Context: an optimization exercise on an open-source flow, tuned for a short achievable clock period and few clock cycles. The choices shown serve that exercise and are no tape-out recipe. Where RTL was checked, it was by simulation tests only, not by an equivalence proof against the original. Power and IR drop assume default switching activity.

Design RISCVCore, start of the top module:
module RISCVCore(
  input CLK,
  input rst, 
  output wire [23:0]mem_addr, 
  output wire [31:0]mem_wdata,
  output wire mem_we,
  input wire [31:0]mem_rdata, 
  output wire ebreak 
);
  reg [23:0] maddr_a, maddr_b;
  reg        psel;
  wire [23:0] maddr = psel ? maddr_b : maddr_a;
  reg [31:0] mwdata;
  reg        mwe;
  assign mem_addr  = maddr;
  assign mem_wdata = mwdata;
  reg  rst_q, rst_qq;
  wire boot = rst_q & rst_qq & ~rst;
  reg  ebreak_r;
  assign ebreak = ebreak_r & ~rst_q;
  assign mem_we = mwe & ~rst_q;
  reg [31:0] fpc_a, fpc_b;    
  wire [31:0] fpc = psel ? fpc_b : fpc_a;
  reg        ir_valid;
  reg [31:0] ir;
  reg [31:0] ir_pc;
  reg        ex_valid;
  reg [31:0] ex_a, ex_b;      
  reg [31:0] ex_aa, ex_ai;    
  reg [4:0]  ex_sh;           
  reg [31:0] ex_sd;           
  reg [31:0] ex_pre;          
  reg [31:0] ex_tgt;          
  reg [4:0]  ex_rd;
  reg        ex_wr;           
  reg        ex_br, ex_jalr, ex_ld, ex_st, ex_brk;
  reg [2:0]  ex_f3;
  reg        s_add, s_sub, s_sll, s_slt, s_sltu, s_xor, s_srl, s_sra, s_or, s_and, s_pre;
  localparam M_IDLE = 3'd0, M_LD0 = 3'd1, M_LDL = 3'd2, M_SRD0 = 3'd3,
             M_SWR0 = 3'd4, M_SRD1 = 3'd5, M_SWL = 3'd6;
  reg [2:0]  mstate;
  reg        m_cross;
  reg [1:0]  m_off;
  reg [2:0]  m_f3;
  reg [4:0]  m_rd;
  reg [63:0] m_sd;            
  reg [7:0]  m_mask;          
  reg [31:0] ld_lo, ld_hi;
  reg        lwb_valid;       
  reg [4:0]  lwb_rd;
  reg        wb_valid;        
  reg [4:0]  wb_rd;
  reg [31:0] wb_val;
  reg [31:0] rf [0:31];
  wire mbusy = (mstate != M_IDLE);
  wire [31:0] sum  = ex_a + ex_b;
  wire [31:0] diff = ex_a - ex_b;
  wire        eq   = (ex_a == ex_b);
  wire        lt   = ($signed(ex_a) < $signed(ex_b));
  wire        ltu  = (ex_a < ex_b);
  wire [31:0] sll  = ex_a << ex_sh;
  wire [31:0] srl  = ex_a >> ex_sh;
  wire [31:0] sra  = $signed(ex_a) >>> ex_sh;
  wire [31:0] ex_result = ({32{s_add}}  & sum)  |
  ...
Size: ~6,300 cells after synthesis, about 0.089 mm2 of cells after synthesis.
Settings: LEC_CHECK=0, CAP_MARGIN=20, CORE_MARGIN=2, CORE_UTILIZATION=40, SLEW_MARGIN=20; clock period 10.0 ns.
standard.sh (not shown) runs the stock make flow with config.mk's settings and CLKGATE_MAP_FILE= SYNTH_SCRIPT=/design/flow/synth_recipe.tcl, a recipe that flattens the netlist after the stock synthesis.
==> flow/flow/run.sh <==
#!/bin/bash
# The standard layout (standard.sh), with two settings changed:
#  - Yosys leaves adders to ABC instead of mapping them onto full-adder
#    cells (ADDER_MAP_FILE empty); registers are untouched.
set -euo pipefail
bash standard.sh SETUP_SLACK_MARGIN=7 finish > standard_flow.log 2>&1
Change:
--- a/flow/flow/run.sh
+++ b/flow/flow/run.sh
@@ -5,2 +5,2 @@
 set -euo pipefail
-bash standard.sh SETUP_SLACK_MARGIN=7 finish > standard_flow.log 2>&1
+bash standard.sh SETUP_SLACK_MARGIN=7 CORE_UTILIZATION=60 PLACE_DENSITY=0.72 finish > standard_flow.log 2>&1
Outcome: Core utilization goes up by 25 points; global-route usage rises by 17 points; critical path depth does not change; setup slack gets worse by 81 ps; maximum frequency drops by 2.0%; design area shrinks by 0.45%; die area decreases by 33%; worst hold slack gets worse by 17 ps.
No functional check of the RTL was part of any run of this note.

---

RISCVCore, a different RTL version from the one above (not shown whole).
Size in the first run: about 6300 cells after synthesis, ~1600 flip-flops, roughly 92 I/O pins, roughly 89000 um2 of cells after synthesis.
==> flow/config.mk <==
export PLATFORM = sky130hd
export DESIGN_NAME = RISCVCore
export DESIGN_NICKNAME = RISCVCore
export VERILOG_FILES = /design/flow/design.v
export SDC_FILE = /design/flow/constraint.sdc
export NUM_CORES = 4
export LEC_CHECK = 0
export CAP_MARGIN = 20
export CORE_MARGIN = 2
export CORE_UTILIZATION = 40
export SLEW_MARGIN = 20
==> flow/constraint.sdc <==
create_clock -name core_clock -period 10.0 [get_ports {CLK}]
set_input_delay 2.0000 -clock core_clock [delete_from_list [all_inputs] [get_ports {CLK}]]
set_output_delay 2.0000 -clock core_clock [all_outputs]
set_load 0.01 [all_outputs]
==> flow/flow/run.sh <==
#!/bin/bash
set -euo pipefail
bash standard.sh SETUP_SLACK_MARGIN=7 finish > standard_flow.log 2>&1
The first run went through all stages and came out clean.
Testbench counts at the start, summed over its fixed seeds: cycles 117,164.
Change:
==> flow/flow/run.sh (replaced) <==
#!/bin/bash
set -euo pipefail
bash standard.sh SETUP_SLACK_MARGIN=7 CORE_UTILIZATION=50 finish > standard_flow.log 2>&1
Effect: Clock power went down by about 0.9%. Setup slack is better by 0.092 ns. Wire length goes down by about 2.4%. Clock-buffer cell count went up by 6. Die area fell by about 20%.

-- afterwards: timing with drivers on the ports --
How much do the figures lean on ideal ports? The routed layouts below were timed once more, with nothing changed but the port constraints.
Step 1 (the two cells are an assumption about what drives the block):
set clk [get_ports {CLK}]
set_driving_cell -lib_cell sky130_fd_sc_hd__clkbuf_16 $clk
set_driving_cell -lib_cell sky130_fd_sc_hd__buf_2 [delete_from_list [all_inputs] $clk]
Step 2 also shifts input and output timing later by t, the mid clock arrival at the registers, as if the neighbouring blocks saw the same clock.
Three values: ideal ports, drivers, drivers and shift; two values: the first two.
run	t (ns)	setup WS [ns]	worst hold slack (ns)
the first run of note 1	0.914	6.057 / 5.967 / 6.168	0.420 / 0.420 / 0.420
the second run of note 1	0.917	5.976 / 5.889 / 6.132	0.403 / 0.403 / 0.403
the first run of note 2	0.915	5.910 / 5.910 / 5.910	0.418 / 0.418 / 0.418
the second run of note 2	0.917	6.002 / 5.905 / 6.074	0.388 / 0.388 / 0.388
After both steps setup and hold are still met in every run listed.
